Context: an optimization exercise on an open-source flow, tuned for small area, a short achievable clock period and few clock cycles per item. The choices shown serve that exercise and are no tape-out recipe.
Where RTL was checked, it was by simulation tests only, not by an equivalence proof against the original.
For run 4, only the layout was checked, not whether the RTL still works.
No activity file was given, so power comes from the tool's default toggle rates.

[design/flow/design.v]
`timescale 1ns / 1ps
module fifo(
  input  logic        clk_i,
  input  logic        resetn_i,
  input  logic        push_i,
  input  logic [3:0]  data_i,
  input  logic        pop_i,
  output logic [3:0]  head_o,
  output logic [15:0] hsel_o,
  output logic        hvalid_o
);
  logic [3:0]  next [15:0];
  logic [3:0]  head, tail, head_next, head_new;
  logic [15:0] hsel;
  logic        hvalid;
  logic        more;
  assign head_o   = head;
  assign hsel_o   = hsel;
  assign hvalid_o = hvalid;
  assign more     = hvalid && ( head != tail );
  always @( posedge clk_i )
    for( int k = 0; k < 16; k++ )
      if( push_i && tail == k[3:0] )
        next[k] <= data_i;
  always @( posedge clk_i )
    if( push_i )
      tail <= data_i;
  always_comb
    begin
      head_next = '0;
      for( int k = 0; k < 16; k++ )
        head_next = head_next | ( next[k] & {4{hsel[k]}} );
    end
  assign head_new = more ? head_next : data_i;
  always @( posedge clk_i )
    if( !resetn_i )
      hvalid <= 1'b0;
    else
      hvalid <= pop_i ? ( more || push_i ) : ( hvalid || push_i );
  always @( posedge clk_i )
    if( pop_i || !hvalid )
      begin
        head <= head_new;
        for( int k = 0; k < 16; k++ )
          hsel[k] <= ( head_new == k[3:0] );
      end
endmodule
`timescale 1ns / 1ps
module memory #(
  parameter DATA_WIDTH = 8
)(
  input  logic                  clk_i,
  input  logic                  resetn_i,
  input  logic [3:0]            waddr_i,
  input  logic                  wr_i,
  input  logic [DATA_WIDTH-1:0] data_i,
  input  logic [3:0]            caddr_i,    
  input  logic                  clr_i,
  input  logic [15:0]           rsel_i,     
  output logic [DATA_WIDTH-1:0] data_o,
  output logic                  valid_o
);
  logic [15:0]           valid;
  logic [15:0]           wsel;
  logic [DATA_WIDTH-1:0] mem [15:0];
  always_comb
    for( int k = 0; k < 16; k++ )
      wsel[k] = wr_i && ( waddr_i == k[3:0] );
  always @( posedge clk_i )
    for( int k = 0; k < 16; k++ )
      if( wsel[k] )
        mem[k] <= data_i;
  always @( posedge clk_i )
    if( !resetn_i )
      valid <= '0;
    else
      for( int k = 0; k < 16; k++ )
        if( wsel[k] )
          valid[k] <= 1'b1;
        else if( clr_i && caddr_i == k[3:0] )
          valid[k] <= 1'b0;
  always_comb
    begin
      data_o  = '0;
      valid_o = 1'b0;
      for( int k = 0; k < 16; k++ )
        begin
          data_o  = data_o  | ( mem[k] & {DATA_WIDTH{rsel_i[k] && valid[k]}} );
          valid_o = valid_o | ( valid[k] & rsel_i[k] );
        end
    end
endmodule
`timescale 1ns / 1ps
module reorder_buffer #(
  parameter DATA_WIDTH = 32
)(
  input  logic                    clk,
  input  logic                    rst_n,
  input  logic            [3:0]   s_arid_i,
  input  logic                    s_arvalid_i,
  output logic                    s_arready_o,
  output logic [DATA_WIDTH-1:0]   s_rdata_o,
  output logic            [3:0]   s_rid_o,
  output logic                    s_rvalid_o,
  input  logic                    s_rready_i,
  output logic            [3:0]   m_arid_o,
  output logic                    m_arvalid_o,
  input  logic                    m_arready_i,
  input  logic [DATA_WIDTH-1:0]   m_rdata_i,
  input  logic            [3:0]   m_rid_i,
  input  logic                    m_rvalid_i,
  output logic                    m_rready_o
);
  logic                  ar_hand_shake;
  logic [3:0]            head_id;
  logic                  head_valid;
  logic [15:0]           head_sel;
  logic [DATA_WIDTH-1:0] stored_data;
  logic                  stored;
  logic                  arrives;
  logic                  load;
  logic                  free;
  logic                  out_valid;
  logic [3:0]            out_id;
  logic [DATA_WIDTH-1:0] out_data;
  assign m_arid_o      = s_arid_i;
  assign m_arvalid_o   = s_arvalid_i;
  assign s_arready_o   = m_arready_i;
  assign ar_hand_shake = s_arvalid_i && m_arready_i;
  assign m_rready_o    = 1'b1;
  fifo FIFO(
    .clk_i    ( clk ),
    .resetn_i ( rst_n ),
    .push_i   ( ar_hand_shake ),
    .data_i   ( s_arid_i ),
    .pop_i    ( load ),
    .head_o   ( head_id ),
    .hsel_o   ( head_sel ),
    .hvalid_o ( head_valid )
  );
  memory #(
    .DATA_WIDTH ( DATA_WIDTH )
  ) MEM (
    .clk_i    ( clk ),
    .resetn_i ( rst_n ),
    .waddr_i  ( m_rid_i ),
    .wr_i     ( m_rvalid_i ),
    .data_i   ( m_rdata_i ),
    .caddr_i  ( s_arid_i ),
    .clr_i    ( ar_hand_shake ),
    .rsel_i   ( head_sel ),
    .data_o   ( stored_data ),
    .valid_o  ( stored )
  );
  assign arrives = m_rvalid_i && ( m_rid_i == head_id );
  assign load    = head_valid && free && ( stored || arrives );
  always @( posedge clk )
    if( !rst_n )
      out_valid <= 1'b0;
    else if( load )
      out_valid <= 1'b1;
    else if( s_rready_i )
      out_valid <= 1'b0;
  assign free = !out_valid || s_rready_i;
  always @( posedge clk )
    if( free )
      begin
        out_id   <= head_id;
        out_data <= stored_data | ( m_rdata_i & {DATA_WIDTH{arrives}} );
      end
  assign s_rvalid_o = out_valid;
  assign s_rid_o    = out_id;
  assign s_rdata_o  = out_data;
endmodule
[design/flow/flow/run.sh]
#!/bin/bash
# The standard layout, with the port buffers that buffer_ports inserts made
# plain sky130_fd_sc_hd__buf_2 cells instead of the delay cells it picks by
# default. The make output goes to standard.log in the work folder; each
# ORFS step keeps its own log under orfs/logs as usual.
set -euo pipefail
export BUFFER_PORTS_ARGS="-buffer_cell sky130_fd_sc_hd__buf_2"
bash standard.sh > standard.log 2>&1
[design/flow/standard.sh]
#!/bin/bash
# synth_recipe.tcl (not shown) runs the flow's synth.tcl, then flattens the netlist and writes it again
# the make line also repeats each setting of config.mk as NAME=value (left out here)
make -C /OpenROAD-flow-scripts/flow DESIGN_CONFIG=/design/flow/config.mk WORK_HOME=/design/flow/orfs CLKGATE_MAP_FILE= SYNTH_SCRIPT=/design/flow/synth_recipe.tcl "${@:-finish}"
[design/flow/config.mk]
export PLATFORM = sky130hd
export DESIGN_NAME = reorder_buffer
export DESIGN_NICKNAME = reorder_buffer
export VERILOG_FILES = /design/flow/design.v
export SDC_FILE = /design/flow/constraint.sdc
export NUM_CORES = 4
export LEC_CHECK = 0
export CAP_MARGIN = 20
export CORE_MARGIN = 2
export CORE_UTILIZATION = 40
export CTS_CLUSTER_DIAMETER = 80
export CTS_CLUSTER_SIZE = 25
export SETUP_SLACK_MARGIN = 2.5
export SLEW_MARGIN = 20
[design/flow/constraint.sdc]
create_clock -name core_clock -period 4.7 [get_ports {clk}]
set_input_delay 0.9400 -clock core_clock [delete_from_list [all_inputs] [get_ports {clk}]]
set_output_delay 0.9400 -clock core_clock [all_outputs]
set_load 0.01 [all_outputs]
==> impl_metrics.toml, run 1 <==
[finish]
layout-drive-gt1-share_pct = 20.2
areaGrowthSynthToFinish_pct = 13.0
fill_cells = 4993
post_layout_nets = 1478
utilization_pct = 45.6

[setup_path]
worst-r2r-setup-slack_ps = 2500
timing.critical_path.cells = "buf_4 -> buf_4 -> and2_2 -> a22oi_1 -> nand4_1 -> a211o_1"
startpoint_type = "register"
timing.critical_path.arrival_ps = 2580
cp_top_delay_family = "simple AND/OR/NAND/NOR gates"
worst_path_largest_cell_delay_ps = 500
worst-path-stages = 6
worstSetupStartpoint = "FIFO.hsel[0]$_DFFE_PP_"
worst_path_max_delay_cell = "edfxtp_1"
cp_num_buf_inv = 2
reg2reg_depth = 6
worstSetupEndpoint = "out_data[10]$_DFFE_PN_"
worstPathMaxFanout = 16
path_common_cell = "buf_4"
timing.setup.critical_path_class = "reg2reg"
worstReg2RegEnd = "out_data[10]$_DFFE_PN_"
endpoint_kind = "register"
r2r_start = "FIFO.hsel[0]$_DFFE_PP_"
timing.critical_path.required_ps = 5080

[sta]
final.setup_skew_ps = 32.6
worst_slew_pin_slew_ps = 775
slew_headroom_pct = 48.3
report.final.hold_viol_count = 0
period_share_pct = 46.9
slew_violations = 0
setup-violations-final = 0
final.setup.tns_ps = 0
max_freq_mhz = 454
unrepaired_setup_endpoints_after_global_routing = "yes"
finalCriticalPeriod_ps = 2200
hold-worst-slack_ps = 491

[yosys]
ys.flop_type = "edfxtp_1"
synth-compound-area-share_pct = 11.2
ys.warnings.count = 5
leading_cell_type_by_number_of_instances_after_synthesis = "edfxtp_1"
distinct_cell_type_count_after_synthesis = 43
async_s_r_ff_share_synth_pct = 0
synth_top_cells_by_count = "edfxtp_1 (636), a22oi_1 (256), clkbuf_1 (69)"
post_synth_inst_count = 1302
synth.net_count = 1348
netlist.area_leader.share_pct = 80.4
post_synth_xor_area_fraction_pct = 0.295
postSynthRegisterBits = 654
synth-edff-count = 636
largest_family_of_logic_cells_by_synthesized_area = "compound AO/OA/AOI/OAI gates"
mapped_avg_cell_area_um2 = 18.2
post_synth_instance_area_mm2 = 0.0238
synth_top_area_cell = "edfxtp_1"
synth_fa_ha_area_share_pct = 0
ys_seq_area_share_pct = 81.9
post_synth_main_area_contributors = "edfxtp_1 (80%), a22oi_1 (8.1%), nand4_1 (1.8%), dfxtp_1 (1.5%), a211o_1 (1.2%)"
synth_simple_gate_area_share_pct = 4.50
mux_contribution_to_synthesized_area_pct = 0.379

[floorplanning]
dieArea_mm2 = 0.0614
chipHeight_um = 248
core_mm2 = 0.0589
dieWidth_um = 248
start_util_pct = 40.3
io_pins = 90
floorplan.rows = 89

[detailed_routing]
routed_wire_length_per_instance_um = 32.1
detail_route.first_pass.iterations = 6
vias_per_cell = 6.18
ant_nets = 0
drt_drc_violations_left = 0
finalWirelength_um = 71400
dr.first_iter.drc_count = 2000
via_count = 13700

[clocking]
worst_skew_pair.late_latency_ps = 650
clock_tree.buffer_depth = 3
clock_tree.htree_level_count = 1
number_of_buffers_created_by_cts = 31
cts_root_buf = "clkbuf_16"
cts_sinks = 654
clock_tree_from_tritoncts = "done"
cts_hold_repair.buffers = 0
clk_pin_slew_ps = 100

[power]
max-vdd-ir-drop_v = 0.000317
total_leakage_power_nw = 8.61
power_per_cell_area_mw_per_mm2 = 385
design_power_w = 0.0103

[status]
outcome = "finished clean"

[global_routing]
grt_start_max_net_pins = 34
initial_antenna_violation_count = 3
grt_pass1_vias = 13100
total_global_route_track_usage_pct = 22.5
gr-total-overflow = 0
first_pass_grt_wire_length_um = 97700

[flow_run]
drv_cap = 0

[place]
hpwlAfterDp_um = 32100
routabilityCongestion = 0.825
buffer_ports.inserted = 88

[worst_hold_path]
worst_hold_path_type = "reg2reg"
==> layer usage <==
metal,track usage [%],wire length [um]
met5,0,37
met3,4.71,8050
met2,35.6,32600
met4,5.51,2090
met1,32.1,28600
==> cells by family after synthesis <==
group,Yosys count
compound gates,350
xor+xnor,8
buf+inv,97
flops,654
mux,4
other cells,1
simple gates,188
==> tightest hold or removal path, stage by stage, from the launching register on <==
cell,delay (ps)
dfxtp_1,320
o21ai_0,70
a21oi_1,60
==> cell usage in the layout, fill, tap and decap left out, types with 4 or more instances in the layout <==
master,synthesis,final
and2_2,1,15
a22o_1,14,14
dfxtp_1,18,18
and2_4,0,13
nand2b_1,9,8
nand2_1,20,15
a21oi_1,15,15
clkbuf_1,69,7
nor2_1,27,23
a22oi_1,256,256
or3_1,6,6
buf_4,8,57
xnor2_1,5,4
o21ai_0,9,9
clkbuf_16,0,31
a221oi_2,1,6
a221oi_1,15,10
buf_2,3,83
nor2_4,0,4
buf_8,0,4
clkinvlp_4,0,22
buf_12,0,6
nand2_2,0,5
a211o_1,32,32
nand4_1,68,68
mux2i_4,4,4
nand3_1,4,4
nor4_2,1,8
edfxtp_1,636,636
nor4_1,20,11
==> area by class of cell <==
| type | instances | area (um2) | share of cell area [%] |
|---|---|---|---|
| diodes | 3 | 7.51 | 0.0280 |
| clock buffers | 38 | 802 | 2.99 |
| clock inverters | 10 | 105 | 0.392 |
| inverters | 17 | 113 | 0.420 |
| multi-input cells | 565 | 4250 | 15.8 |
| flip-flops and latches | 654 | 19500 | 72.5 |
| well taps | 773 | 967 | 3.60 |
| repair buffers | 152 | 1060 | 3.96 |
| repair inverters | 11 | 82.6 | 0.308 |
==> per-stage QoR <==
stage / instances / area, um2 / setup WS, ps
CTS: 2191 / 26500 / 2500
detailed placement: 2094 / 25100 / 1670
global placement: 2093 / 25100 / 1570
global route: 2220 / 26800 / 2420
finish: 2223 / 26800 / 2500
floorplan: 1302 / 23900 / 2100
==> flip-flops by register name (all words and copies together) (netlist names) <==
register	cells
MEM.mem	512
FIFO.next	64
out_data	32
FIFO.hsel	16
MEM.valid	16
FIFO.head	4
FIFO.tail	4
out_id	4
FIFO.hvalid	1
out_valid	1
==> worst min-delay path by stage <==
| stage | startpoint | end | slack (ps) | cells after the start |
|---|---|---|---|---|
| final | MEM.valid[6]$_SDFFE_PN0P_ | MEM.valid[6]$_SDFFE_PN0P_ | 490 | 2 |
| after CTS | MEM.valid[6]$_SDFFE_PN0P_ | MEM.valid[6]$_SDFFE_PN0P_ | 480 | 2 |
| after detailed placement | MEM.valid[5]$_SDFFE_PN0P_ | MEM.valid[5]$_SDFFE_PN0P_ | 460 | 2 |
| after global routing | MEM.valid[6]$_SDFFE_PN0P_ | MEM.valid[6]$_SDFFE_PN0P_ | 520 | 2 |
| after global placement | MEM.valid[9]$_SDFFE_PN0P_ | MEM.valid[9]$_SDFFE_PN0P_ | 460 | 2 |
| after floorplan | MEM.valid[12]$_SDFFE_PN0P_ | MEM.valid[12]$_SDFFE_PN0P_ | 440 | 2 |
==> where the power goes <==
| group | leakage, nW | switching [W] | internal, W |
|---|---|---|---|
| sequential | 6.04 | 0.0000798 | 0.00656 |
| combinational | 2.13 | 0.000410 | 0.000210 |
| clock | 0.445 | 0.00178 | 0.00129 |
==> what timing repair did <==
item / CTS / global route
setup endpoints to repair: 389 / 106
gates resized for setup: 45 / 23
pin swaps: 16 / 11
buffers inserted: 29 / 24
cloned: 20 / 5
Testbench counts, summed over its fixed seeds: cycles 15,082, items 8,192.
==> run 2, diff against run 1 <==
--- a/design/flow/config.mk
+++ b/design/flow/config.mk
@@ -8,7 +8,7 @@
 export CAP_MARGIN = 20
 export CORE_MARGIN = 2
 export CORE_UTILIZATION = 40
-export CTS_CLUSTER_DIAMETER = 80
-export CTS_CLUSTER_SIZE = 25
+export CTS_CLUSTER_DIAMETER = 70
+export CTS_CLUSTER_SIZE = 30
 export SETUP_SLACK_MARGIN = 2.5
 export SLEW_MARGIN = 20
==> impl_metrics.toml, run 2 <==
[status]
outcome = "finished clean"

[power]
total_leakage_power_nw = 8.77
power_per_cell_area_mw_per_mm2 = 399
max-vdd-ir-drop_v = 0.000329

[yosys]
ys.flop_type = "edfxtp_1"
post_synth_instance_area_mm2 = 0.0238
mapped_avg_cell_area_um2 = 18.2
synth_top_cells_by_count = "edfxtp_1 (636), a22oi_1 (256), clkbuf_1 (69)"
synth-edff-count = 636
async_s_r_ff_share_synth_pct = 0
leading_cell_type_by_number_of_instances_after_synthesis = "edfxtp_1"
distinct_cell_type_count_after_synthesis = 43
post_synth_inst_count = 1302
post_synth_main_area_contributors = "edfxtp_1 (80%), a22oi_1 (8.1%), nand4_1 (1.8%), dfxtp_1 (1.5%), a211o_1 (1.2%)"
netlist.area_leader.share_pct = 80.4
ys.warnings.count = 5
ys_seq_area_share_pct = 81.9
postSynthRegisterBits = 654
synth.net_count = 1348
synth_top_area_cell = "edfxtp_1"

[setup_path]
timing.critical_path.arrival_ps = 2390
worst-r2r-setup-slack_ps = 2520
startpoint_type = "input port"
timing.critical_path.required_ps = 4840
r2r_start = "FIFO.head[3]$_DFFE_PP_"
endpoint_kind = "register"
timing.setup.critical_path_class = "in2reg"
worstReg2RegEnd = "FIFO.hvalid$_SDFF_PN0_"
reg2reg_depth = 7
worstPathMaxFanout = 16

[floorplanning]
floorplan.rows = 89
chipHeight_um = 248
dieWidth_um = 248
start_util_pct = 40.3
core_mm2 = 0.0589
io_pins = 90
dieArea_mm2 = 0.0614

[global_routing]
first_pass_grt_wire_length_um = 101000
met3_use_gr_pct = 5.71
grt_pass1_vias = 13300
total_global_route_track_usage_pct = 23.8
grt_most_used_layer = "met2"
globalRouteMet1Util_pct = 33.4
gr-total-overflow = 0
initial_antenna_violation_count = 3
grt_start_max_net_pins = 34
global_route.usage.met2_pct = 37.1

[detailed_routing]
routed_wire_length_per_instance_um = 32.9
dr.first_iter.drc_count = 2090
detail_route.first_pass.iterations = 7
via_count = 13900
vias_per_cell = 6.25
ant_nets = 0
drt_drc_violations_left = 0
finalWirelength_um = 73300

[clocking]
clock_tree.buffer_depth = 3
cts_root_buf = "clkbuf_16"
number_of_buffers_created_by_cts = 35
cts_sinks = 654
clock_tree.htree_level_count = 2
clock_tree_from_tritoncts = "done"
clk_pin_slew_ps = 110
worst_skew_pair.late_latency_ps = 600

[sta]
finalWorstSetupSlack_ps = 2450
setup-violations-final = 0
worst_slew_pin_slew_ps = 773
slew_violations = 0
unrepaired_setup_endpoints_after_global_routing = "yes"
final.setup_skew_ps = 42.6
period_share_pct = 47.9
finalCriticalPeriod_ps = 2250
final.setup.tns_ps = 0
max_freq_mhz = 444
slew_headroom_pct = 48.5
report.final.hold_viol_count = 0

[finish]
post_layout_nets = 1478
mostFrequentLayoutCell = "edfxtp_1"
areaGrowthSynthToFinish_pct = 14.7
layout-drive-gt1-share_pct = 21.4
design_area_mm2 = 0.0272
fill_cells = 4936
final_cell_mix = "edfxtp_1 (636), a22oi_1 (256), buf_2 (83), nand4_1 (68), buf_4 (47)"
largest_register_ff_count = 512
largest-register = "MEM.mem"
reg.largest.list = "MEM.mem: 512 flops, FIFO.next: 64 flops, out_data: 32 flops"

[place]
routabilityCongestion = 0.825
dpl-instance-area_mm2 = 0.0251
buffer_ports.inserted = 88
detailedPlace.worstSlack_ps = 1670
hpwlAfterDp_um = 32100

[worst_hold_path]
worst_hold_path_type = "reg2reg"
worst_hold_path.num_cells = 2
min_delay_worst_endpoint = "MEM.valid[6]$_SDFFE_PN0P_"
hold_path.startpoint = "MEM.valid[6]$_SDFFE_PN0P_"

[flow_run]
drv_cap = 0
==> run 2: timing repair <==
item / CTS / global route
hold buffers: 0 / 0
cloned: 24 / 1
gates resized for setup: 46 / 35
buffers inserted: 36 / 13
setup endpoints to repair: 478 / 119
pin swaps: 19 / 7
==> run 2: worst max-delay path: stages <==
cell,delay [ps]
buf_2,150
and3_1,240
nand2_1,370
clkinvlp_4,690
==> run 2: per-stage QoR <==
step	power (W)	utilization [%]	std cells	hold WS (ps)
after global routing	0.0111	46.2	2228	523
final	0.0109	46.2	2229	499
after CTS	0.0108	45.7	2214	486
after floorplan	0.00699	-	1302	444
after detailed placement	0.00725	42.6	2094	465
after global placement	0.00724	42.6	2093	462
==> run 2: kinds of logic after synthesis <==
kind of cell,after synthesis,synth area share [%]
mux,4,0.379
buf+inv,97,1.71
compound gates,350,11.2
xor+xnor,8,0.295
simple gates,188,4.50
other cells,1,0.0158
flops,654,81.9
==> run 2: routing by layer <==
metal  part of all wire, %  wire [um]
met4                   2.9       2100
met3                    12       8790
met1                    39      28800
met2                    46      33600
met5                 0.063         46
==> run 2: cell type report <==
| class | instances | area, um2 | area share, % |
|---|---|---|---|
| Sequential cell | 654 | 19500 | 71.4 |
| Multi-Input combinational cell | 565 | 4280 | 15.7 |
| Timing Repair Buffer | 148 | 1120 | 4.10 |
| Tap cell | 773 | 967 | 3.55 |
| Clock buffer | 36 | 880 | 3.23 |
| Clock inverter | 24 | 335 | 1.23 |
| Inverter | 17 | 113 | 0.413 |
| Timing Repair inverter | 11 | 82.6 | 0.303 |
| Antenna cell | 1 | 2.50 | 0.00919 |
==> run 2: power breakdown <==
group          switching (W)  internal (W)
Clock                0.00205       0.00155
Sequential         0.0000856       0.00656
Combinational       0.000410      0.000210
==> run 2: worst max path at each step <==
stage | start | end | cells past startpoint
CTS | m_rid_i[1] | MEM.mem[6][4]$_DFFE_PP_ | 4
detailed placement | m_rid_i[2] | MEM.mem[9][27]$_DFFE_PP_ | 4
finish | m_rid_i[3] | MEM.mem[12][11]$_DFFE_PP_ | 4
floorplan | m_rid_i[2] | MEM.mem[8][0]$_DFFE_PP_ | 2
global route | m_rid_i[1] | MEM.mem[12][13]$_DFFE_PP_ | 4
global placement | m_rid_i[2] | MEM.mem[11][19]$_DFFE_PP_ | 4
==> run 3, diff against run 2 <==
==> design/flow/flow/run.sh (replaced) <==
#!/bin/bash
# The standard layout, with the port buffers that buffer_ports inserts made
# plain sky130_fd_sc_hd__buf_2 cells instead of the delay cells it picks by
# default, and gates off the critical paths downsized after global
# route. The make output goes to standard.log in the work folder; each
# ORFS step keeps its own log under orfs/logs as usual.
set -euo pipefail
export BUFFER_PORTS_ARGS="-buffer_cell sky130_fd_sc_hd__buf_2"
# after the timing repair at global route, downsize gates off the critical paths
export RECOVER_POWER=100
bash standard.sh > standard.log 2>&1
--- a/design/flow/config.mk
+++ b/design/flow/config.mk
@@ -8,7 +8,7 @@
 export CAP_MARGIN = 20
 export CORE_MARGIN = 2
 export CORE_UTILIZATION = 40
-export CTS_CLUSTER_DIAMETER = 70
-export CTS_CLUSTER_SIZE = 30
+export CTS_CLUSTER_DIAMETER = 80
+export CTS_CLUSTER_SIZE = 25
 export SETUP_SLACK_MARGIN = 2.5
 export SLEW_MARGIN = 20
==> impl_metrics.toml, run 3 <==
[setup_path]
timing.setup.critical_path_class = "reg2reg"
endpoint_kind = "register"
worst_path_max_delay_cell = "and2_0"
worstReg2RegEnd = "out_data[13]$_DFFE_PN_"
timing.critical_path.cells = "clkbuf_1 -> and2_0 -> a22oi_1 -> nand4_1 -> a211o_1"
cp_top_delay_family = "simple AND/OR/NAND/NOR gates"
worstSetupStartpoint = "FIFO.hsel[5]$_DFFE_PP_"
timing.critical_path.arrival_ps = 3730
worstPathMaxFanout = 16
r2r_start = "FIFO.hsel[5]$_DFFE_PP_"
startpoint_type = "register"
reg2reg_depth = 5
worstSetupEndpoint = "out_data[13]$_DFFE_PN_"
timing.critical_path.required_ps = 5220
worst-path-stages = 5
cp_num_buf_inv = 1
worst_path_largest_cell_delay_ps = 1510
worst-r2r-setup-slack_ps = 1490

[status]
check.faults = "max-capacitance violations, max-slew violations"
outcome = "failed layout checks"

[sta]
finalCriticalPeriod_ps = 3210
period_share_pct = 68.3
slew_violations = 74
slew_headroom_pct = -39.2
report.final.hold_viol_count = 0
final.setup.tns_ps = 0
worst_slew_pin_slew_ps = 2090
unrepaired_setup_endpoints_after_global_routing = "yes"
setup-violations-final = 0
final.setup_skew_ps = 21.2
max_freq_mhz = 312

[yosys]
post_synth_inst_count = 1302
postSynthRegisterBits = 654
post_synth_xor_area_fraction_pct = 0.295
netlist.area_leader.share_pct = 80.4
async_s_r_ff_share_synth_pct = 0
post_synth_instance_area_mm2 = 0.0238
mapped_avg_cell_area_um2 = 18.2
leading_cell_type_by_number_of_instances_after_synthesis = "edfxtp_1"
mux_contribution_to_synthesized_area_pct = 0.379
ys_seq_area_share_pct = 81.9
synth_fa_ha_area_share_pct = 0
synth_simple_gate_area_share_pct = 4.50
largest_family_of_logic_cells_by_synthesized_area = "compound AO/OA/AOI/OAI gates"
distinct_cell_type_count_after_synthesis = 43
ys.warnings.count = 5
synth-compound-area-share_pct = 11.2
post_synth_main_area_contributors = "edfxtp_1 (80%), a22oi_1 (8.1%), nand4_1 (1.8%), dfxtp_1 (1.5%), a211o_1 (1.2%)"
synth_top_area_cell = "edfxtp_1"
synth_top_cells_by_count = "edfxtp_1 (636), a22oi_1 (256), clkbuf_1 (69)"
ys.flop_type = "edfxtp_1"
synth.net_count = 1348
synth-edff-count = 636

[global_routing]
grt_pass1_vias = 13100
first_pass_grt_wire_length_um = 97700
grt_start_max_net_pins = 34
gr-total-overflow = 0
total_global_route_track_usage_pct = 22.5
initial_antenna_violation_count = 3

[flow_run]
drv_cap = 5

[floorplanning]
io_pins = 90
chipHeight_um = 248
dieArea_mm2 = 0.0614
core_mm2 = 0.0589
floorplan.rows = 89
dieWidth_um = 248
start_util_pct = 40.3

[detailed_routing]
vias_per_cell = 6.20
ant_nets = 0
finalWirelength_um = 71700
dr.first_iter.drc_count = 2026
routed_wire_length_per_instance_um = 32.3
via_count = 13800
drt_drc_violations_left = 0
detail_route.first_pass.iterations = 7

[finish]
largest-register = "MEM.mem"
layout-drive-gt1-share_pct = 11.3
mostFrequentLayoutCell = "edfxtp_1"
final_cell_mix = "edfxtp_1 (636), a22oi_1 (256), clkbuf_1 (111), nand4_1 (68), buf_4 (38)"
fill_cells = 5079
largest_register_ff_count = 512
reg.largest.list = "MEM.mem: 512 flops, FIFO.next: 64 flops, out_data: 32 flops"
post_layout_nets = 1478
areaGrowthSynthToFinish_pct = 10.8

[place]
hpwlAfterDp_um = 32100
routabilityCongestion = 0.825
buffer_ports.inserted = 88

[power]
power_per_cell_area_mw_per_mm2 = 391
max-vdd-ir-drop_v = 0.000312
total_leakage_power_nw = 8.19
design_power_w = 0.0103

[clocking]
clk_pin_slew_ps = 100
clock_tree.buffer_depth = 3
cts_sinks = 654
clock_tree.htree_level_count = 1
cts_root_buf = "clkbuf_16"
worst_skew_pair.late_latency_ps = 640
clock_tree_from_tritoncts = "done"
cts_hold_repair.buffers = 0
number_of_buffers_created_by_cts = 31

[worst_hold_path]
worst_hold_path_type = "reg2reg"
-- run 3: cell counts after synthesis --
No cell type changed its count.
-- run 3: area by class of cell --
cell class	instances	area, um2	area share, %
diodes	3	7.51	0.0285
clock inverters	10	105	0.399
repair inverters	11	55.1	0.209
clock buffers	38	802	3.05
flip-flops and latches	654	19500	73.9
repair buffers	152	766	2.91
well taps	773	967	3.67
inverters	17	83.8	0.318
multi-input cells	565	4080	15.5
-- run 3: logic make-up after synthesis --
group           Yosys count
simple gates            188
compound gates          350
buf+inv                  97
flops                   654
xor+xnor                  8
other cells               1
mux                       4
-- run 3: worst min path at each step --
stage                               startpoint  cells past startpoint                         end  slack, ps
floorplan           MEM.valid[12]$_SDFFE_PN0P_                      2  MEM.valid[12]$_SDFFE_PN0P_        440
global placement     MEM.valid[9]$_SDFFE_PN0P_                      2   MEM.valid[9]$_SDFFE_PN0P_        460
detailed placement   MEM.valid[5]$_SDFFE_PN0P_                      2   MEM.valid[5]$_SDFFE_PN0P_        460
CTS                  MEM.valid[6]$_SDFFE_PN0P_                      2   MEM.valid[6]$_SDFFE_PN0P_        480
global route         MEM.valid[6]$_SDFFE_PN0P_                      2   MEM.valid[6]$_SDFFE_PN0P_        520
finish               MEM.valid[6]$_SDFFE_PN0P_                      2   MEM.valid[6]$_SDFFE_PN0P_        490
-- run 3: metrics by stage --
| stage | setup WS [ps] | utilization (%) | cell area, um2 | hold WS (ps) | cells |
|---|---|---|---|---|---|
| floorplan | 2100 | - | 23900 | 444 | 1302 |
| global placement | 1570 | 42.6 | 25100 | 462 | 2093 |
| detailed placement | 1670 | 42.6 | 25100 | 465 | 2094 |
| CTS | 2500 | 45.0 | 26500 | 485 | 2191 |
| global route | 1450 | 44.7 | 26300 | 519 | 2220 |
| finish | 1490 | 44.7 | 26300 | 490 | 2223 |
-- run 3: tightest hold or removal path: stages, from the launching register on --
cell,delay (ps)
dfxtp_1,320
o21ai_0,70
a21oi_1,60
-- run 3: timing repair --
| item | CTS | global route |
|---|---|---|
| buffers inserted | 29 | 24 |
| cloned | 20 | 5 |
| endpoints found under the setup margin | 389 | 106 |
| resized for setup | 45 | 23 |
| pin swaps | 16 | 11 |
-- run 3: metal layers --
| metal | up-vias | GRT usage [%] | part of all wire [%] |
|---|---|---|---|
| li1 | 5671 | - | - |
| met1 | 7105 | 32.1 | 40 |
| met2 | 878 | 35.6 | 46 |
| met3 | 126 | 4.71 | 12 |
| met4 | 4 | 5.51 | 3.1 |
| met5 | - | 0 | 0.036 |
-- run 3: report_power, final --
part / switching (W) / internal (W)
clock network: 0.00179 / 0.00129
logic: 0.000396 / 0.000167
registers: 0.0000795 / 0.00656
==> run 4, diff against run 3 <==
--- a/design/flow/design.v
+++ b/design/flow/design.v
@@ -85,7 +85,7 @@
       valid_o = 1'b0;
       for( int k = 0; k < 16; k++ )
         begin
-          data_o  = data_o  | ( mem[k] & {DATA_WIDTH{rsel_i[k] && valid[k]}} );
+          data_o  = data_o  | ( mem[k] & {DATA_WIDTH{rsel_i[k]}} );
           valid_o = valid_o | ( valid[k] & rsel_i[k] );
         end
     end
@@ -166,7 +166,7 @@
     if( free )
       begin
         out_id   <= head_id;
-        out_data <= stored_data | ( m_rdata_i & {DATA_WIDTH{arrives}} );
+        out_data <= arrives ? m_rdata_i : stored_data;
       end
   assign s_rvalid_o = out_valid;
   assign s_rid_o    = out_id;
==> design/flow/flow/run.sh (replaced) <==
#!/bin/bash
# The standard layout, with the port buffers that buffer_ports inserts made
# plain sky130_fd_sc_hd__buf_2 cells instead of the delay cells it picks by
# default. The make output goes to standard.log in the work folder; each
# ORFS step keeps its own log under orfs/logs as usual.
set -euo pipefail
export BUFFER_PORTS_ARGS="-buffer_cell sky130_fd_sc_hd__buf_2"
bash standard.sh > standard.log 2>&1
==> impl_metrics.toml, run 4 <==
[detailed_routing]
vias_per_cell = 6.07
detail_route.first_pass.iterations = 5
finalWirelength_um = 67100
drt_drc_violations_left = 0
via_count = 13700
routed_wire_length_per_instance_um = 29.7
dr.first_iter.drc_count = 1660
ant_nets = 0

[setup_path]
endpoint_kind = "register"
startpoint_type = "register"
worstPathMaxFanout = 4
timing.critical_path.required_ps = 5160
timing.critical_path.arrival_ps = 2840
timing.setup.critical_path_class = "reg2reg"

[sta]
slew_headroom_pct = 32.1
finalCriticalPeriod_ps = 2390
setup-violations-final = 0
period_share_pct = 50.8
final.setup_skew_ps = 19.9
hold-worst-slack_ps = 519
final.setup.tns_ps = 0
report.final.hold_viol_count = 0
max_freq_mhz = 419
unrepaired_setup_endpoints_after_global_routing = "yes"
worst_slew_pin_slew_ps = 1020
slew_violations = 0

[finish]
final_cell_mix = "edfxtp_1 (636), a22oi_1 (144), buf_2 (82), a22o_1 (77), buf_4 (73)"
design_area_mm2 = 0.0275
layout-drive-gt1-share_pct = 20.3
largest-register = "MEM.mem"
fill_cells = 4941
reg.largest.list = "MEM.mem: 512 flops, FIFO.next: 64 flops, out_data: 32 flops"
largest_register_ff_count = 512
post_layout_nets = 1519
mostFrequentLayoutCell = "edfxtp_1"
utilization_pct = 46.5
areaGrowthSynthToFinish_pct = 14.6

[yosys]
postSynthRegisterBits = 654
netlist.area_leader.share_pct = 79.6
synth_top_area_cell = "edfxtp_1"
ys.flop_type = "edfxtp_1"
synth.net_count = 1371
ys_seq_area_share_pct = 81.2
synth-edff-count = 636
synth_top_cells_by_count = "edfxtp_1 (636), a22oi_1 (144), a22o_1 (77)"
async_s_r_ff_share_synth_pct = 0
post_synth_main_area_contributors = "edfxtp_1 (80%), a22oi_1 (4.5%), a22o_1 (2.8%), a221oi_1 (2.6%), dfxtp_1 (1.5%)"
distinct_cell_type_count_after_synthesis = 43
leading_cell_type_by_number_of_instances_after_synthesis = "edfxtp_1"
mapped_avg_cell_area_um2 = 18.1
post_synth_instance_area_mm2 = 0.0240
ys.warnings.count = 5
post_synth_inst_count = 1325

[global_routing]
gr-total-overflow = 0
initial_antenna_violation_count = 5
met3_use_gr_pct = 3.81
grt_most_used_layer = "met2"
global_route.usage.met2_pct = 34.4
first_pass_grt_wire_length_um = 94000
globalRouteMet1Util_pct = 28.5
grt_start_max_net_pins = 41
grt_pass1_vias = 13300
total_global_route_track_usage_pct = 20.8

[power]
max-vdd-ir-drop_v = 0.000313
total_leakage_power_nw = 8.62
power_per_cell_area_mw_per_mm2 = 414

[clocking]
clk_pin_slew_ps = 100
cts_sinks = 654
clock_tree_from_tritoncts = "done"
clock_tree.buffer_depth = 3
number_of_buffers_created_by_cts = 31
cts_hold_repair.buffers = 0
cts_root_buf = "clkbuf_16"
clock_tree.htree_level_count = 1
worst_skew_pair.late_latency_ps = 630

[flow_run]
drv_cap = 0

[floorplanning]
io_pins = 90
dieWidth_um = 249
start_util_pct = 40.6
dieArea_mm2 = 0.0619
floorplan.rows = 89
chipHeight_um = 249
core_mm2 = 0.0591

[place]
hpwlAfterDp_um = 34500
routabilityCongestion = 0.800
buffer_ports.inserted = 88
dpl-instance-area_mm2 = 0.0254

[status]
outcome = "finished clean"

[worst_hold_path]
worst_hold_path_type = "reg2reg"
-- run 4: cell types whose count changed in the layout (fill, tap and decap cells not counted), sizes merged, moves of 15 or more --
cell,change
buf,+136
a22oi,-112
clkbuf,-99
a22o,+61
a221oi,+60
nor2,+47
nand4,-45
a211o,-32
and2,-26
nand3,+19
o21a,+18
and3,+15
-- run 4: path summary, 6_finish.rpt --
path	startpoint	end	slack (ps)	depth (start not counted)
worst max-delay path	FIFO.hsel[15]$_DFFE_PP_	FIFO.hsel[4]$_DFFE_PP_	2310	8
worst min-delay path	MEM.valid[2]$_SDFFE_PN0P_	MEM.valid[2]$_SDFFE_PN0P_	520	2
worst max register to register	FIFO.hsel[15]$_DFFE_PP_	FIFO.hsel[4]$_DFFE_PP_	2310	8
worst min register to register	MEM.valid[2]$_SDFFE_PN0P_	MEM.valid[2]$_SDFFE_PN0P_	520	2
-- run 4: cells by family (layout without fill, tap and decap cells) --
| logic type | after synthesis | after routing | synth area share (%) |
|---|---|---|---|
| flip-flops | 654 | 654 | 81.2 |
| AO/OA/AOI/OAI | 366 | 366 | 12.2 |
| AND/OR/NAND/NOR | 197 | 200 | 4.22 |
| buffers and inverters | 98 | 257 | 1.90 |
| XOR/XNOR | 5 | 5 | 0.183 |
| multiplexers | 4 | 4 | 0.376 |
| other | 1 | 2 | 0.0156 |
-- run 4: metal layers --
metal | routed length (um) | up-vias | part of all wire [%]
li1 | - | 5778 | -
met1 | 27400 | 7208 | 41
met2 | 32400 | 655 | 48
met3 | 5730 | 85 | 8.5
met4 | 1580 | 6 | 2.4
met5 | 44 | - | 0.066
-- run 4: stage by stage --
stage / setup WS (ps) / std cells / power (W)
global route: 2270 / 2260 / 0.0117
global placement: 1680 / 2136 / 0.00813
finish: 2310 / 2261 / 0.0114
floorplan: 2100 / 1325 / 0.00756
detailed placement: 1660 / 2136 / 0.00814
CTS: 2390 / 2235 / 0.0113
-- run 4: cell type report --
cell class | instances | area, um2 | share of cell area, %
Timing Repair Buffer | 189 | 1550 | 5.62
Tap cell | 773 | 967 | 3.52
Multi-Input combinational cell | 576 | 4440 | 16.1
Clock inverter | 6 | 83.8 | 0.305
Clock buffer | 41 | 845 | 3.07
Inverter | 14 | 91.3 | 0.332
Antenna cell | 1 | 2.50 | 0.00911
Timing Repair inverter | 7 | 50.0 | 0.182
Sequential cell | 654 | 19500 | 70.8
-- run 4: worst max-delay path, cell delays in order, from the launching register on --
cell and delay, ps:
edfxtp_1 440, buf_6 160, buf_12 120, a22o_1 180, a221oi_2 220, nand4_1 220
mux2i_4 340, clkinvlp_4 230, nor4_2 290
-- run 4: repair_timing --
| item | 4_1_cts | 5_1_grt |
|---|---|---|
| setup buffers | 43 | 20 |
| resized for setup | 57 | 41 |
| setup endpoints to repair | 329 | 151 |
| pin swaps | 18 | 14 |
| cloned | 9 | 5 |
-- run 4: report_power, final --
| group | leakage, nW | total, W | internal (W) | switching (W) |
|---|---|---|---|---|
| Sequential | 5.94 | 0.00672 | 0.00663 | 0.0000955 |
| Clock | 0.453 | 0.00313 | 0.00134 | 0.00179 |
| Combinational | 2.22 | 0.00153 | 0.000566 | 0.000967 |
==> run 5, diff against run 4 <==
--- a/design/flow/design.v
+++ b/design/flow/design.v
@@ -85,7 +85,7 @@
       valid_o = 1'b0;
       for( int k = 0; k < 16; k++ )
         begin
-          data_o  = data_o  | ( mem[k] & {DATA_WIDTH{rsel_i[k]}} );
+          data_o  = data_o  | ( mem[k] & {DATA_WIDTH{rsel_i[k] && valid[k]}} );
           valid_o = valid_o | ( valid[k] & rsel_i[k] );
         end
     end
@@ -166,7 +166,7 @@
     if( free )
       begin
         out_id   <= head_id;
-        out_data <= arrives ? m_rdata_i : stored_data;
+        out_data <= stored_data | ( m_rdata_i & {DATA_WIDTH{arrives}} );
       end
   assign s_rvalid_o = out_valid;
   assign s_rid_o    = out_id;
==> design/flow/flow/run.sh (replaced) <==
#!/bin/bash
# The standard layout, with the port buffers that buffer_ports inserts made
# plain sky130_fd_sc_hd__buf_4 cells instead of the delay cells it picks by
# default. The make output goes to standard.log in the work folder; each
# ORFS step keeps its own log under orfs/logs as usual.
set -euo pipefail
export BUFFER_PORTS_ARGS="-buffer_cell sky130_fd_sc_hd__buf_4"
bash standard.sh > standard.log 2>&1
==> impl_metrics.toml, run 5 <==
[finish]
largest_register_ff_count = 512
mostFrequentLayoutCell = "edfxtp_1"
fill_cells = 4950
design_area_mm2 = 0.0271
areaGrowthSynthToFinish_pct = 14.2
final_cell_count_without_fillers = 2226
utilization_pct = 46.1
largest-register = "MEM.mem"
final_cell_mix = "edfxtp_1 (636), a22oi_1 (256), buf_4 (144), nand4_1 (68), a211o_1 (32)"
reg.largest.list = "MEM.mem: 512 flops, FIFO.next: 64 flops, out_data: 32 flops"
layout-drive-gt1-share_pct = 21.2
antennaDiodeCount = 0
post_layout_nets = 1484

[floorplanning]
start_util_pct = 40.3
io_pins = 90
floorplan.rows = 89
dieArea_mm2 = 0.0614
core_mm2 = 0.0589
chipHeight_um = 248
dieWidth_um = 248

[yosys]
synth-compound-area-share_pct = 11.2
mapped_avg_cell_area_um2 = 18.2
largest_family_of_logic_cells_by_synthesized_area = "compound AO/OA/AOI/OAI gates"
post_synth_xor_area_fraction_pct = 0.295
post_synth_main_area_contributors = "edfxtp_1 (80%), a22oi_1 (8.1%), nand4_1 (1.8%), dfxtp_1 (1.5%), a211o_1 (1.2%)"
synth_top_area_cell = "edfxtp_1"
ys.flop_type = "edfxtp_1"
distinct_cell_type_count_after_synthesis = 43
synth.net_count = 1348
post_synth_instance_area_mm2 = 0.0238
synth_top_cells_by_count = "edfxtp_1 (636), a22oi_1 (256), clkbuf_1 (69)"
netlist.area_leader.share_pct = 80.4
mux_contribution_to_synthesized_area_pct = 0.379
post_synth_inst_count = 1302
synth_fa_ha_area_share_pct = 0
synth_simple_gate_area_share_pct = 4.50
ys_seq_area_share_pct = 81.9
postSynthRegisterBits = 654
async_s_r_ff_share_synth_pct = 0
leading_cell_type_by_number_of_instances_after_synthesis = "edfxtp_1"
ys.warnings.count = 5
synth-edff-count = 636

[sta]
worst_slew_pin_slew_ps = 1090
finalCriticalPeriod_ps = 2450
unrepaired_setup_endpoints_after_global_routing = "yes"
report.final.hold_viol_count = 0
final.setup_skew_ps = 32.7
max_freq_mhz = 409
slew_violations = 0
period_share_pct = 52.0
final.setup.tns_ps = 0
setup-violations-final = 0
slew_headroom_pct = 27.3

[setup_path]
reg2reg_depth = 7
worstPathMaxFanout = 21
timing.critical_path.required_ps = 5020
worstSetupStartpoint = "m_rid_i[2]"
r2r_start = "FIFO.hsel[0]$_DFFE_PP_"
timing.critical_path.arrival_ps = 2760
endpoint_kind = "register"
startpoint_type = "input port"
timing.setup.critical_path_class = "in2reg"

[detailed_routing]
wl_met1_um = 29000
via_count = 13800
dr_wl_met3_um = 7730
drt_drc_violations_left = 0
routed_wire_length_per_instance_um = 32.5
vias_per_cell = 6.19
finalWirelength_um = 72400
dr.first_iter.drc_count = 2126
top_layer = "met5"
ant_nets = 0
met2_wirelength_um = 33500
detail_route.first_pass.iterations = 6

[global_routing]
grt_start_max_net_pins = 34
first_pass_grt_wire_length_um = 97400
gr-total-overflow = 0
grt_pass1_vias = 13400
initial_antenna_violation_count = 3
total_global_route_track_usage_pct = 22.5

[place]
buffer_ports.inserted = 88
placed_cells_incl_taps = 2093
hpwlAfterDp_um = 32400
dpl-instance-area_mm2 = 0.0253
routabilityCongestion = 0.822

[clocking]
cts_root_buf = "clkbuf_16"
clock_tree.htree_level_count = 1
worst_skew_pair.late_latency_ps = 640
cts_hold_repair.buffers = 0
clock_tree.buffer_depth = 3
clock_tree_from_tritoncts = "done"
clk_pin_slew_ps = 100
cts_sinks = 654
number_of_buffers_created_by_cts = 31

[power]
max-vdd-ir-drop_v = 0.000243
design_power_w = 0.0104
power_per_cell_area_mw_per_mm2 = 382
total_leakage_power_nw = 8.68

[flow_run]
drv_cap = 0

[worst_hold_path]
worst_hold_path.num_cells = 2
hold_path.startpoint = "MEM.valid[13]$_SDFFE_PN0P_"
worst_hold_path_type = "reg2reg"

[status]
outcome = "finished clean"
-- run 5: cell types whose count changed after synthesis, moves of 13 or more --
cell / delta
a211o_1: +32
a221oi_1: -57
a22o_1: -63
a22oi_1: +112
a41oi_1: -13
and2_1: +13
and3_1: -15
buf_1: -19
clkbuf_1: +29
nand3_1: -19
nand4_1: +44
nor2_1: -47
o21a_1: -18
-- run 5: kinds of logic (layout without fill, tap and decap cells) --
family          after synthesis  count (layout)
buf+inv                      97             231
xor+xnor                      8               8
simple gates                188             205
other cells                   1               1
flops                       654             654
compound gates              350             350
mux                           4               4
-- run 5: final timing paths --
kind,endpoint,slack [ps]
worst min-delay path,MEM.valid[13]$_SDFFE_PN0P_,510
worst max-delay path,MEM.mem[11][26]$_DFFE_PP_,2250
worst min register to register,MEM.valid[13]$_SDFFE_PN0P_,510
worst max register to register,out_data[29]$_DFFE_PN_,2360
-- run 5: routing by layer --
| metal | track usage [%] | up-vias |
|---|---|---|
| met4 | 5.88 | 2 |
| met5 | 0 | - |
| met1 | 31.5 | 7179 |
| met2 | 35.7 | 813 |
| li1 | - | 5685 |
| met3 | 4.90 | 111 |
-- run 5: critical path: stages --
cell	delay, ps
buf_4	130
nand3b_1	400
nor2_4	870
buf_4	390
-- run 5: power breakdown --
| group | switching [W] | total [W] | leakage [nW] | internal (W) |
|---|---|---|---|---|
| clock network | 0.00179 | 0.00304 | 0.434 | 0.00125 |
| registers | 0.0000840 | 0.00664 | 6.04 | 0.00656 |
| logic | 0.000431 | 0.000690 | 2.20 | 0.000259 |
-- run 5: area by class of cell --
| type | instances | area [um2] | share of cell area (%) |
|---|---|---|---|
| clock buffers | 39 | 816 | 3.01 |
| inverters | 17 | 119 | 0.438 |
| repair buffers | 157 | 1290 | 4.74 |
| multi-input cells | 568 | 4340 | 16.0 |
| clock inverters | 9 | 73.8 | 0.272 |
| flip-flops and latches | 654 | 19500 | 71.7 |
| repair inverters | 9 | 67.6 | 0.249 |
| well taps | 773 | 967 | 3.57 |
-- run 5: what timing repair did --
action / CTS / global route
pin swaps: 18 / 9
endpoints found under the setup margin: 247 / 202
gates resized for setup: 36 / 38
cloned: 19 / 7
buffers inserted: 35 / 24
-- run 5: metrics by stage --
stage,setup slack [ps],hold slack [ps]
6_report,2250,505
5_1_grt,2240,527
4_1_cts,2320,494
3_5_place_dp,1660,470
3_3_place_gp,1700,461
2_1_floorplan,2100,444
Testbench counts of run 5, summed over its fixed seeds: cycles 15,082, items 8,192.

static timing again, ports no longer ideal:
In the flow no input, the clock included, has a driving cell. The finished layouts below were timed again as built, in two steps.
Step 1 (the two cells are an assumption about what drives the block):
set clk [get_ports {clk}]
set_driving_cell -lib_cell sky130_fd_sc_hd__clkbuf_16 $clk
set_driving_cell -lib_cell sky130_fd_sc_hd__buf_2 [delete_from_list [all_inputs] $clk]
Step 2 times the ports against the registers' clock, not the clock port: input delays grow and output delays shrink by t, the midpoint of the rising clock arrivals with the driver on.
Three values: ideal, step 1, step 2; two values: the first two.
run	t (ns)	setup WS [ns]	hold WS [ns]
run 1	0.700	2.495 / 2.459 / 1.856	0.491 / 0.491 / 0.491
run 2	0.631	2.447 / 2.460 / 1.852	0.499 / 0.499 / 0.499
run 3	0.698	1.490 / 1.490 / 0.938	0.490 / 0.490 / 0.490
run 4	0.677	2.313 / 2.313 / 1.873	0.519 / 0.519 / 0.519
run 5	0.682	2.255 / 2.293 / 1.610	0.505 / 0.505 / 0.505
For run 5, which loses most, drivers alone change the setup slack by +0.038 ns; drivers and shift together by -0.645 ns.
